From an optimization exercise on the open Yosys and OpenROAD flow, aimed at a short achievable clock period and few clock cycles; shortcuts taken in it are not production practice.
At most, simulation tests tie the RTL to the original design; equivalence was not proved.
No activity file was given, so power comes from the tool's default toggle rates.

run E:
// arm_cpu
module arm_cpu (
    input clk,
    input rst_n,
    output mem_req,
    output mem_rw,
    output [1:0] mem_size,
    output [7:0] mem_addr,
    output [31:0] mem_wdata,
    input [31:0] mem_rdata,
    input mem_ack
    );
clock: 15.0 ns
lec_check: 0
cap_margin: 40
core_margin: 2
core_utilization: 25
place_density: 0.45
slew_margin: 30
standard.sh (not shown) runs the stock make flow with config.mk's settings and CLKGATE_MAP_FILE= SYNTH_SCRIPT=/design/flow/synth_recipe.tcl, a recipe that flattens the netlist after the stock synthesis.
==> flow/flow/run.sh <==
#!/bin/bash
# Standard layout (the standard.sh, unchanged synthesis), with two changes
# to how the layout is made:
#  - ORFS's repair_timing is asked to keep a setup slack margin well beyond the
#    clock constraint, so that it shortens paths the 15 ns constraint alone
#    leaves alone;
#  - the port buffers are plain buffers (buf_8) instead of the delay buffers
#    buffer_ports picks by default.
export SETUP_SLACK_MARGIN=11
export BUFFER_PORTS_ARGS="-buffer_cell sky130_fd_sc_hd__buf_8"
bash standard.sh > standard.log 2>&1
Run E completed end to end with timing, DRC and antenna clean.
Relative to run E, the following input files were edited for run B:
--- a/flow/design.v
+++ b/flow/design.v
@@ -187,19 +187,18 @@
     wire        sh_c;
     shifter ex_sh (sh_out, sh_c, ir, x1_M, flg[1]);
     wire [32:0] p_X, p_Y;
     wire        p_ci, p_arith, p_vpre, p_vbit;
     alu_prep ex_prep (p_X, p_Y, p_ci, p_arith, p_vpre, p_vbit, ir[24:21], x1_A, sh_out, flg[1]);
     wire dp_cmp = (ir[24:23] == 2'b10);
     wire x1_ex  = x1_dp && i_cond;
-    wire x1_mov = (ir[24:21] == 4'b1101 || ir[24:21] == 4'b1111) && !ir[20] && ir[25];
-    wire [63:0] x1_immr = {24'd0, ir[7:0], 24'd0, ir[7:0]} >> {ir[11:8], 1'b0};
+    wire x1_mov = (ir[24:21] == 4'b1101 || ir[24:21] == 4'b1111) && !ir[20];   
     wire x1_wmov = x1_ex && x1_mov;
     wire x1_wbl  = x1_bl && i_cond;
-    wire [31:0] x1_res = x1_bl ? r15v : (ir[22] ? ~x1_immr[31:0] : x1_immr[31:0]);
+    wire [31:0] x1_res = x1_bl ? r15v : (ir[22] ? ~sh_out : sh_out);
     wire [31:0] alu_o;
     wire [3:0]  alu_f;
     alu ex_alu (alu_o, alu_f, x2_op, x2_A, x2_B, x2_X, x2_Y, x2_ci, x2_arith, x2_vpre, x2_vbit,
                 x2_shc, flg[0]);
     assign mem_req   = req;
     assign mem_rw    = rw;
     assign mem_size  = sz;
==> comparison <==
Cell count after placement of run B exceeds that of run E slightly. Across both runs, final worst slack was lower for run B than for run E. Number of multi-input logic gates of run B falls short of that of run E slightly. For the core occupancy in the finished layout, run B came in 2.1 points higher than run E did. Against run E, run B comes in 6 higher on maximum fanout along the worst path.
No run of this note included a check of the RTL's function; only the layout flow was run.

========
== job 101 ==
Another version of the RTL of arm_cpu (not shown whole).
Size: ~7500 cells after synthesis, roughly 850 flip-flops, about 59000 µm² of cells after synthesis.
clock: 15.0 ns
lec_check: 0
cap_margin: 40
core_margin: 2
core_utilization: 25
place_density: 0.45
slew_margin: 30
Scripts as last shown in full above: flow/flow/run.sh
Testbench counts of job 101, summed over its fixed seeds: cycles 59,889.
> inputs changed (job 101 -> job 102)
--- a/flow/design.v
+++ b/flow/design.v
@@ -203,22 +203,22 @@
     assign mem_size  = sz;
     assign mem_addr  = maddr;
     assign mem_wdata = wdo;
     always @(posedge clk or negedge rst_n) begin
         if (!rst_n) begin
             req <= 1'b0;
             phF <= 1'b1;
             phD1 <= 1'b0;
             phD2 <= 1'b0;
             phB <= 1'b0;
-            rw <= 1'b1;
-            sz <= 2'b10;
+            rw <= 1'b0;          
+            sz <= 2'b00;
             fa <= 8'd0;
             maddr <= 8'd0;
             wdo <= 32'd0;
             r15v <= 32'd4;
             fetched <= 1'b0;
             x1_dp <= 1'b0;
             x1_bl <= 1'b0;
             x2_we <= 1'b0;
             x2_flg <= 1'b0;
             ld_w <= 1'b0;
@@ -233,20 +233,24 @@
                 r15v <= r15v + 32'd4;
             if (ack && phF)
                 fa <= fa + 8'd4;
             if (phB)
                 maddr <= ld_q[7:0] + 8'd4;
             if (phF)
                 wdo <= f_rd;
             if (ack && phD1)
                 wdo <= wd2;
             req <= !(ack && phD1 && i_fwd);
+            if (!req && phF) begin
+                rw <= 1'b1;
+                sz <= 2'b10;
+            end
             if (phB) begin
                 phB <= 1'b0;
                 phD2 <= 1'b1;
             end
             if (ack) begin
                 if (phF) begin
                     if (f_mem) begin
                         phF <= 1'b0;
                         phD1 <= 1'b1;
                         rw <= f_drw;
## What came out
Job 102 reached the final stage; the timing, design-rule and antenna checks on its layout passed. Looking at critical path depth, job 102 sits 11 above job 101. Compared with job 101, job 102 shows a higher portion of total power attributed to the clock network. Latest clock arrival within the worst-skew pair | job 102 below job 101. Reported for job 101 and job 102, number of top-level design ports turned out identical to the last digit. Width of the die essentially unchanged between job 102 and job 101. From job 101 to job 102 the numbers moved as follows: sum of internal, switching and leakage power grew by about 1%; highest ir drop seen on vdd decreased 2.2%; worst path setup slack after routing up 24 ps.
No functional check of the RTL was part of job 102.

[static timing again, ports no longer ideal]
Ports are ideal in the flow. The routed layouts listed here were re-timed in OpenROAD.
Step 1: set_driving_cell puts a clkbuf_16 on clk and a buf_2 on each other input, an assumption about the parent block.
Step 2 moves the port delays by t, midway between the first and last clock arrival at a register: inputs arrive t later, outputs are due t later. That takes back most of the time a late clock gives input paths.
Slacks: ideal ports / drivers / drivers and shift; pairs: ideal ports / drivers.
run | t (ns) | setup WS [ns] | slew at the worst register clock pin (ns) | worst slew at a driven data input, ns
run E | 0.919 | 10.268 / 10.163 / 9.659 | 0.07 / 0.07 | 0.25
run B | 0.904 | 10.084 / 10.084 / 9.424 | 0.08 / 0.08 | 0.11
job 101 | 0.864 | 10.393 / 10.297 / 9.565 | 0.08 / 0.08 | 0.46
job 102 | 0.853 | 10.418 / 10.399 / 9.709 | 0.07 / 0.07 | 0.43
After both steps every run listed still meets setup and hold. For job 101, which loses most, drivers alone change the setup slack by -0.096 ns; drivers and shift together by -0.828 ns.
